Background: an optimization exercise with open tools, aiming at small area, a short achievable clock period and few clock cycles per item. Do not read the settings as production practice. Where RTL was checked, it was by simulation tests only, not by an equivalence proof against the original. Power and IR drop assume default switching activity.

== the previous run ==
==> module memoryModule, before the edit <==
module memoryModule #(
	parameter ramWidth = 8,
	parameter addrSize = 8) (
	input clk, rst, isIndirect,
	input [1:0] cntrl,
	input [addrSize-1:0] addr,
	input [ramWidth-1:0] dataIn,
	output [ramWidth-1:0] dataOut,
	output dataReady
	);
	reg ph;                  
	reg [15:0] ptrH, ptrL;   
	wire [7:0] rdata;
	wire startInd = cntrl[1] & isIndirect & ~ph;
	assign dataReady = cntrl[1] & (ph | ~isIndirect);
	wire we = cntrl == 2'b11 && (ph || !isIndirect);
	wire [7:0] wdata = rst ? 8'd0 : we ? dataIn : rdata;
	wire [7:0] lt0, lf0, lt1, lf1;
	genvar g, b;
	generate
		for (b = 0; b < 8; b = b + 1) begin : lit
			g_lit u0 (.a(addr[b]), .p(ph), .t(lt0[b]), .f(lf0[b]));
			g_lit u1 (.a(addr[b]), .p(ph), .t(lt1[b]), .f(lf1[b]));
		end
	endgenerate
	wire [15:0] H, L;
	generate
		for (g = 0; g < 16; g = g + 1) begin : dec
			wire [7:0] lt = {g[0] ? lt1[7:5] : lt0[7:5], g[3] ? lt1[4] : lt0[4],
			                 g[0] ? lt1[3:1] : lt0[3:1], g[3] ? lt1[0] : lt0[0]};
			wire [7:0] lf = {g[0] ? lf1[7:5] : lf0[7:5], g[3] ? lf1[4] : lf0[4],
			                 g[0] ? lf1[3:1] : lf0[3:1], g[3] ? lf1[0] : lf0[0]};
			g_a41o uh (.a1(g[3] ? lt[7] : lf[7]), .a2(g[2] ? lt[6] : lf[6]),
			           .a3(g[1] ? lt[5] : lf[5]), .a4(g[0] ? lt[4] : lf[4]),
			           .b1(ptrH[g]), .y(H[g]));
			g_a41o ul (.a1(g[3] ? lt[3] : lf[3]), .a2(g[2] ? lt[2] : lf[2]),
			           .a3(g[1] ? lt[1] : lf[1]), .a4(g[0] ? lt[0] : lf[0]),
			           .b1(ptrL[g]), .y(L[g]));
		end
	endgenerate
	wire [15:0] Hwn, Lwn;
	generate
		for (g = 0; g < 16; g = g + 1) begin : wdec
			g_nor2 uh (.a(H[g]), .b(rst), .y(Hwn[g]));
			g_nor2 ul (.a(L[g]), .b(rst), .y(Lwn[g]));
		end
	endgenerate
	wire [255:0] row;
	wire [2047:0] words;
	generate
		for (g = 0; g < 256; g = g + 1) begin : word
			reg [7:0] q;
			g_nor2 ur (.a(Hwn[g/16]), .b(Lwn[g%16]), .y(row[g]));
			assign words[g*8 +: 8] = q;
			always @(posedge clk)
				if (row[g]) q <= wdata;
		end
	endgenerate
	generate
		for (b = 0; b < 8; b = b + 1) begin : rbit
			wire [15:0] sa, sb, t;
			wire [7:0] s3;
			wire [3:0] s4;
			for (g = 0; g < 16; g = g + 1) begin : grp
				g_ao8 ua (.r(L[7:0]),
				          .q({words[(16*g+7)*8+b], words[(16*g+6)*8+b], words[(16*g+5)*8+b], words[(16*g+4)*8+b],
				              words[(16*g+3)*8+b], words[(16*g+2)*8+b], words[(16*g+1)*8+b], words[(16*g)*8+b]}),
				          .y(sa[g]));
				g_ao8 ub (.r(L[15:8]),
				          .q({words[(16*g+15)*8+b], words[(16*g+14)*8+b], words[(16*g+13)*8+b], words[(16*g+12)*8+b],
				              words[(16*g+11)*8+b], words[(16*g+10)*8+b], words[(16*g+9)*8+b], words[(16*g+8)*8+b]}),
				          .y(sb[g]));
				g_o21ai uo (.a1(sa[g]), .a2(sb[g]), .b1(H[g]), .y(t[g]));
			end
			for (g = 0; g < 8; g = g + 1) begin : t3
				g_nand2 u (.a(t[2*g]), .b(t[2*g+1]), .y(s3[g]));
			end
			for (g = 0; g < 4; g = g + 1) begin : t4
				g_nor2 u (.a(s3[2*g]), .b(s3[2*g+1]), .y(s4[g]));
			end
			g_nand4 t5 (.a(s4[0]), .b(s4[1]), .c(s4[2]), .d(s4[3]), .y(rdata[b]));
			g_nand4 t5o (.a(s4[0]), .b(s4[1]), .c(s4[2]), .d(s4[3]), .y(dataOut[b]));
		end
	endgenerate
	integer m;
	always @(posedge clk) begin
		if (rst) ph <= 1'b0;
		else ph <= startInd;
		for (m = 0; m < 16; m = m + 1) begin
			ptrH[m] <= ~rst & startInd & (rdata[7:4] == m);
			ptrL[m] <= ~rst & startInd & (rdata[3:0] == m);
		end
	end
endmodule
clock: 6.0 ns
lec_check: 0
cap_margin: 20
core_margin: 2
core_utilization: 60
cts_cluster_diameter: 80
cts_cluster_size: 28
gpl_timing_driven: 0
setup_slack_margin: 1.0
slew_margin: 20
synth_hierarchical: 1
synth_minimum_keep_size: 0
tns_end_percent: 5
standard.sh (not shown) runs the stock make flow with config.mk's settings and CLKGATE_MAP_FILE= SYNTH_SCRIPT=/design/flow/synth_recipe.tcl, a recipe that flattens the netlist after the stock synthesis.
==> flow/flow/run.sh <==
#!/bin/bash
# Standard layout, with the ports buffered by plain buffers (buf_4, which the
# resizer may size up or down within the buf footprint) instead of the delay
# cells buffer_ports picks by default.
set -euo pipefail
bash standard.sh "BUFFER_PORTS_ARGS=-buffer_cell sky130_fd_sc_hd__buf_4" finish > standard.log 2>&1
What the current run does differently from the previous run at the input level:
--- a/flow/design.v
+++ b/flow/design.v
@@ -11,12 +11,13 @@
 	);
 	reg ph;                  
 	reg [15:0] ptrH, ptrL;   
 	wire [7:0] rdata;
 	wire startInd = cntrl[1] & isIndirect & ~ph;
 	assign dataReady = cntrl[1] & (ph | ~isIndirect);
+	assign dataOut = rdata;
 	wire we = cntrl == 2'b11 && (ph || !isIndirect);
 	wire [7:0] wdata = rst ? 8'd0 : we ? dataIn : rdata;
 	wire [7:0] lt0, lf0, lt1, lf1;
 	genvar g, b;
 	generate
 		for (b = 0; b < 8; b = b + 1) begin : lit
@@ -77,13 +78,12 @@
 				g_nand2 u (.a(t[2*g]), .b(t[2*g+1]), .y(s3[g]));
 			end
 			for (g = 0; g < 4; g = g + 1) begin : t4
 				g_nor2 u (.a(s3[2*g]), .b(s3[2*g+1]), .y(s4[g]));
 			end
 			g_nand4 t5 (.a(s4[0]), .b(s4[1]), .c(s4[2]), .d(s4[3]), .y(rdata[b]));
-			g_nand4 t5o (.a(s4[0]), .b(s4[1]), .c(s4[2]), .d(s4[3]), .y(dataOut[b]));
 		end
 	endgenerate
 	integer m;
 	always @(posedge clk) begin
 		if (rst) ph <= 1'b0;
 		else ph <= startInd;
[summary]
- Power density normalized to cell area: the current run vs the previous run up about 0.7%
- The current run reports a lower part of the total power dissipated in the clock network than the previous run does.
- Delta (the current run minus the previous run): flip-flop and latch power shows no meaningful change, combinational power went down by about 5%.
- Largest voltage drop on the vdd net was higher in the current run than in the previous run.
- STATUS total via count in the routed design: the current run wins against the previous run
- The previous run → the current run: setup slack went up; power went down; design area went down.
Testbench counts of the current run, summed over its fixed seeds: cycles 7,680, items 6,400.
The RTL of the previous run was laid out without a check of its function.

---

== red ==
The RTL this note starts from:
==> flow/design.v <==
`timescale 1ns / 1ps
module memoryModule #(
	parameter ramWidth = 8,
	parameter addrSize = 8) (
	input clk, rst, isIndirect,
	input [1:0] cntrl,
	input [addrSize-1:0] addr,
	input [ramWidth-1:0] dataIn,
	output [ramWidth-1:0] dataOut,
	output dataReady
	);
	reg ph;                  
	reg [15:0] ptrH, ptrL;   
	wire [7:0] rdata;
	wire startInd = cntrl[1] & isIndirect & ~ph;
	assign dataReady = cntrl[1] & (ph | ~isIndirect);
	assign dataOut = rdata;
	wire we = cntrl == 2'b11 && (ph || !isIndirect);
	wire [7:0] wdata = rst ? 8'd0 : we ? dataIn : rdata;
	wire [7:0] lt = addr & {8{~ph}};
	wire [7:0] lf = ~addr & {8{~ph}};
	wire [15:0] H, L;
	genvar g, b;
	generate
		for (g = 0; g < 16; g = g + 1) begin : dec
			g_a41o uh (.a1(g[3] ? lt[7] : lf[7]), .a2(g[2] ? lt[6] : lf[6]),
			           .a3(g[1] ? lt[5] : lf[5]), .a4(g[0] ? lt[4] : lf[4]),
			           .b1(ptrH[g]), .y(H[g]));
			g_a41o ul (.a1(g[3] ? lt[3] : lf[3]), .a2(g[2] ? lt[2] : lf[2]),
			           .a3(g[1] ? lt[1] : lf[1]), .a4(g[0] ? lt[0] : lf[0]),
			           .b1(ptrL[g]), .y(L[g]));
		end
	endgenerate
	wire [15:0] Hwn, Lwn;
	generate
		for (g = 0; g < 16; g = g + 1) begin : wdec
			g_nor2 uh (.a(H[g]), .b(rst), .y(Hwn[g]));
			g_nor2 ul (.a(L[g]), .b(rst), .y(Lwn[g]));
		end
	endgenerate
	wire [255:0] row;
	wire [2047:0] words;
	generate
		for (g = 0; g < 256; g = g + 1) begin : word
			reg [7:0] q;
			g_nor2 ur (.a(Hwn[g/16]), .b(Lwn[g%16]), .y(row[g]));
			assign words[g*8 +: 8] = q;
			always @(posedge clk)
				if (row[g]) q <= wdata;
		end
	endgenerate
	generate
		for (b = 0; b < 8; b = b + 1) begin : rbit
			wire [15:0] sa, sb, t;
			wire [7:0] s3;
			wire [3:0] s4;
			for (g = 0; g < 16; g = g + 1) begin : grp
				g_ao8 ua (.r(L[7:0]),
				          .q({words[(16*g+7)*8+b], words[(16*g+6)*8+b], words[(16*g+5)*8+b], words[(16*g+4)*8+b],
				              words[(16*g+3)*8+b], words[(16*g+2)*8+b], words[(16*g+1)*8+b], words[(16*g)*8+b]}),
				          .y(sa[g]));
				g_ao8 ub (.r(L[15:8]),
				          .q({words[(16*g+15)*8+b], words[(16*g+14)*8+b], words[(16*g+13)*8+b], words[(16*g+12)*8+b],
				              words[(16*g+11)*8+b], words[(16*g+10)*8+b], words[(16*g+9)*8+b], words[(16*g+8)*8+b]}),
				          .y(sb[g]));
				g_o21ai uo (.a1(sa[g]), .a2(sb[g]), .b1(H[g]), .y(t[g]));
			end
			for (g = 0; g < 8; g = g + 1) begin : t3
				g_nand2 u (.a(t[2*g]), .b(t[2*g+1]), .y(s3[g]));
			end
			for (g = 0; g < 4; g = g + 1) begin : t4
				g_nor2 u (.a(s3[2*g]), .b(s3[2*g+1]), .y(s4[g]));
			end
			g_nand4 t5 (.a(s4[0]), .b(s4[1]), .c(s4[2]), .d(s4[3]), .y(rdata[b]));
		end
	endgenerate
	integer m;
	always @(posedge clk) begin
		if (rst) ph <= 1'b0;
		else ph <= startInd;
		for (m = 0; m < 16; m = m + 1) begin
			ptrH[m] <= ~rst & startInd & (rdata[7:4] == m);
			ptrL[m] <= ~rst & startInd & (rdata[3:0] == m);
		end
	end
endmodule
module g_a41o (input a1, a2, a3, a4, b1, output y);
	assign y = (a1 & a2 & a3 & a4) | b1;
endmodule
module g_ao8 (input [7:0] r, input [7:0] q, output y);
	assign y = ~(~((r[0] & q[0]) | (r[1] & q[1])) & ~((r[2] & q[2]) | (r[3] & q[3])) &
	             ~((r[4] & q[4]) | (r[5] & q[5])) & ~((r[6] & q[6]) | (r[7] & q[7])));
endmodule
module g_o21ai (input a1, a2, b1, output y);
	assign y = ~((a1 | a2) & b1);
endmodule
module g_nand4 (input a, b, c, d, output y);
	assign y = ~(a & b & c & d);
endmodule
module g_nand2 (input a, b, output y);
	assign y = ~(a & b);
endmodule
module g_nor2 (input a, b, output y);
	assign y = ~(a | b);
endmodule
export LEC_CHECK = 0
export CAP_MARGIN = 20
export CORE_MARGIN = 2
export CORE_UTILIZATION = 60
export CTS_CLUSTER_DIAMETER = 80
export CTS_CLUSTER_SIZE = 28
export GPL_TIMING_DRIVEN = 0
export SETUP_SLACK_MARGIN = 1.0
export SLEW_MARGIN = 20
export SYNTH_HIERARCHICAL = 1
export SYNTH_MINIMUM_KEEP_SIZE = 0
export TNS_END_PERCENT = 5
create_clock -name core_clock -period 6.0 [get_ports {clk}]
Scripts as last shown in full above: flow/flow/run.sh
Testbench counts of red, summed over its fixed seeds: cycles 7,680, items 6,400.
Setup changes, red to blue
==> flow/design.v <==
`timescale 1ns / 1ps
module memoryModule #(
	parameter ramWidth = 8,
	parameter addrSize = 8) (
	input clk, rst, isIndirect,
	input [1:0] cntrl,
	input [addrSize-1:0] addr,
	input [ramWidth-1:0] dataIn,
	output [ramWidth-1:0] dataOut,
	output dataReady
	);
	reg ph;                  
	reg [15:0] ptrH, ptrL;   
	wire [7:0] rdata;
	wire startInd = cntrl[1] & isIndirect & ~ph;
	assign dataReady = cntrl[1] & (ph | ~isIndirect);
	assign dataOut = rdata;
	wire we = cntrl == 2'b11 && (ph || !isIndirect);
	wire [7:0] wdata = rst ? 8'd0 : we ? dataIn : rdata;
	wire [7:0] lt = addr & {8{~ph}};
	wire [7:0] lf = ~addr & {8{~ph}};
	wire [15:0] H;
	wire [31:0] L;    
	genvar g, b;
	generate
		for (g = 0; g < 16; g = g + 1) begin : dec
			g_a41o uh (.a1(g[3] ? lt[7] : lf[7]), .a2(g[2] ? lt[6] : lf[6]),
			           .a3(g[1] ? lt[5] : lf[5]), .a4(g[0] ? lt[4] : lf[4]),
			           .b1(ptrH[g]), .y(H[g]));
			g_a41o ul0 (.a1(g[3] ? lt[3] : lf[3]), .a2(g[2] ? lt[2] : lf[2]),
			            .a3(g[1] ? lt[1] : lf[1]), .a4(g[0] ? lt[0] : lf[0]),
			            .b1(ptrL[g]), .y(L[g]));
			g_a41o ul1 (.a1(g[3] ? lt[3] : lf[3]), .a2(g[2] ? lt[2] : lf[2]),
			            .a3(g[1] ? lt[1] : lf[1]), .a4(g[0] ? lt[0] : lf[0]),
			            .b1(ptrL[g]), .y(L[16+g]));
		end
	endgenerate
	wire [255:0] row;
	wire [2047:0] words;
	generate
		for (g = 0; g < 256; g = g + 1) begin : word
			reg [7:0] q;
			g_a21o ur (.a1(H[g/16]), .a2(L[16*(g/128) + g%16]), .b1(rst), .y(row[g]));
			assign words[g*8 +: 8] = q;
			always @(posedge clk)
				if (row[g]) q <= wdata;
		end
	endgenerate
	generate
		for (b = 0; b < 8; b = b + 1) begin : rbit
			wire [15:0] sa, sb, t;
			wire [3:0] s3;
			wire [1:0] s4;
			for (g = 0; g < 16; g = g + 1) begin : grp
				g_ao8 ua (.r(L[16*(g/8) +: 8]),
				          .q({words[(16*g+7)*8+b], words[(16*g+6)*8+b], words[(16*g+5)*8+b], words[(16*g+4)*8+b],
				              words[(16*g+3)*8+b], words[(16*g+2)*8+b], words[(16*g+1)*8+b], words[(16*g)*8+b]}),
				          .y(sa[g]));
				g_ao8 ub (.r(L[16*(g/8) + 8 +: 8]),
				          .q({words[(16*g+15)*8+b], words[(16*g+14)*8+b], words[(16*g+13)*8+b], words[(16*g+12)*8+b],
				              words[(16*g+11)*8+b], words[(16*g+10)*8+b], words[(16*g+9)*8+b], words[(16*g+8)*8+b]}),
				          .y(sb[g]));
				g_o21ai uo (.a1(sa[g]), .a2(sb[g]), .b1(H[g]), .y(t[g]));
			end
			for (g = 0; g < 4; g = g + 1) begin : t3
				g_nand4 u (.a(t[4*g]), .b(t[4*g+1]), .c(t[4*g+2]), .d(t[4*g+3]), .y(s3[g]));
			end
			g_nor2 t4a (.a(s3[0]), .b(s3[1]), .y(s4[0]));
			g_nor2 t4b (.a(s3[2]), .b(s3[3]), .y(s4[1]));
			g_nand2 t5 (.a(s4[0]), .b(s4[1]), .y(rdata[b]));
		end
	endgenerate
	integer m;
	always @(posedge clk) begin
		if (rst) ph <= 1'b0;
		else ph <= startInd;
		for (m = 0; m < 16; m = m + 1) begin
			ptrH[m] <= ~rst & startInd & (rdata[7:4] == m);
			ptrL[m] <= ~rst & startInd & (rdata[3:0] == m);
		end
	end
endmodule
module g_a41o (input a1, a2, a3, a4, b1, output y);
	assign y = (a1 & a2 & a3 & a4) | b1;
endmodule
module g_a21o (input a1, a2, b1, output y);
	assign y = (a1 & a2) | b1;
endmodule
module g_ao8 (input [7:0] r, input [7:0] q, output y);
	assign y = ~(~((r[0] & q[0]) | (r[1] & q[1])) & ~((r[2] & q[2]) | (r[3] & q[3])) &
	             ~((r[4] & q[4]) | (r[5] & q[5])) & ~((r[6] & q[6]) | (r[7] & q[7])));
endmodule
module g_o21ai (input a1, a2, b1, output y);
	assign y = ~((a1 | a2) & b1);
endmodule
module g_nand4 (input a, b, c, d, output y);
	assign y = ~(a & b & c & d);
endmodule
module g_nand2 (input a, b, output y);
	assign y = ~(a & b);
endmodule
module g_nor2 (input a, b, output y);
	assign y = ~(a | b);
endmodule
Findings:
blue finished all stages; however, its layout fails the closing checks, the failures being max-capacitance violations, max-slew violations.
Diff red -> blue: routed length on met3 rose 110%; buffer share of cell area fell 0.34 points; total inserted antenna cells rose 4; multi-input logic cell count rose 72.
When blue is set beside red, its end-of-flow core utilization turns out to be 1.7 points larger.
blue vs. red: total of clock buffers placed in the layout shrank by 4; length of routed met2 wiring grew by 15000 µm; cell area after technology mapping grew by about 1.2%.
For blue, the highest signal layer in the routed design was met5, unlike red, where it was met4.
In the metrics for red and blue, the one carrying the higher fraction of area in multi-input gates is blue.
Of red and blue, red shows the lower static leakage, with blue above it.
For blue, only the layout was checked, not whether the RTL still works.

## re-timing with driven ports
How much do the figures lean on ideal ports? The routed layouts below were timed once more, with nothing changed but the port constraints. Step 1: set_driving_cell puts a clkbuf_16 on clk and a buf_2 on each other input, an assumption about the parent block. Step 2 moves the port delays by t, midway between the first and last clock arrival at a register: inputs arrive t later, outputs are due t later. That takes back most of the time a late clock gives input paths. Slacks: no drivers / after step 1 / after step 2; pairs: no drivers / after step 1.
run | shift t [ns] | setup slack, ns | cell pins on the clock port's net
the previous run | 0.796 | 0.791 / 0.720 / 0.312 | 1
the current run | 0.795 | 0.879 / 0.809 / 0.270 | 1
red | 0.794 | 0.882 / 0.805 / 0.253 | 1
blue | 0.798 | 0.437 / 0.364 / 0.167 | 1
The setup slack of red, which loses most, moves by -0.077 ns with the drivers and by -0.629 ns with both steps.
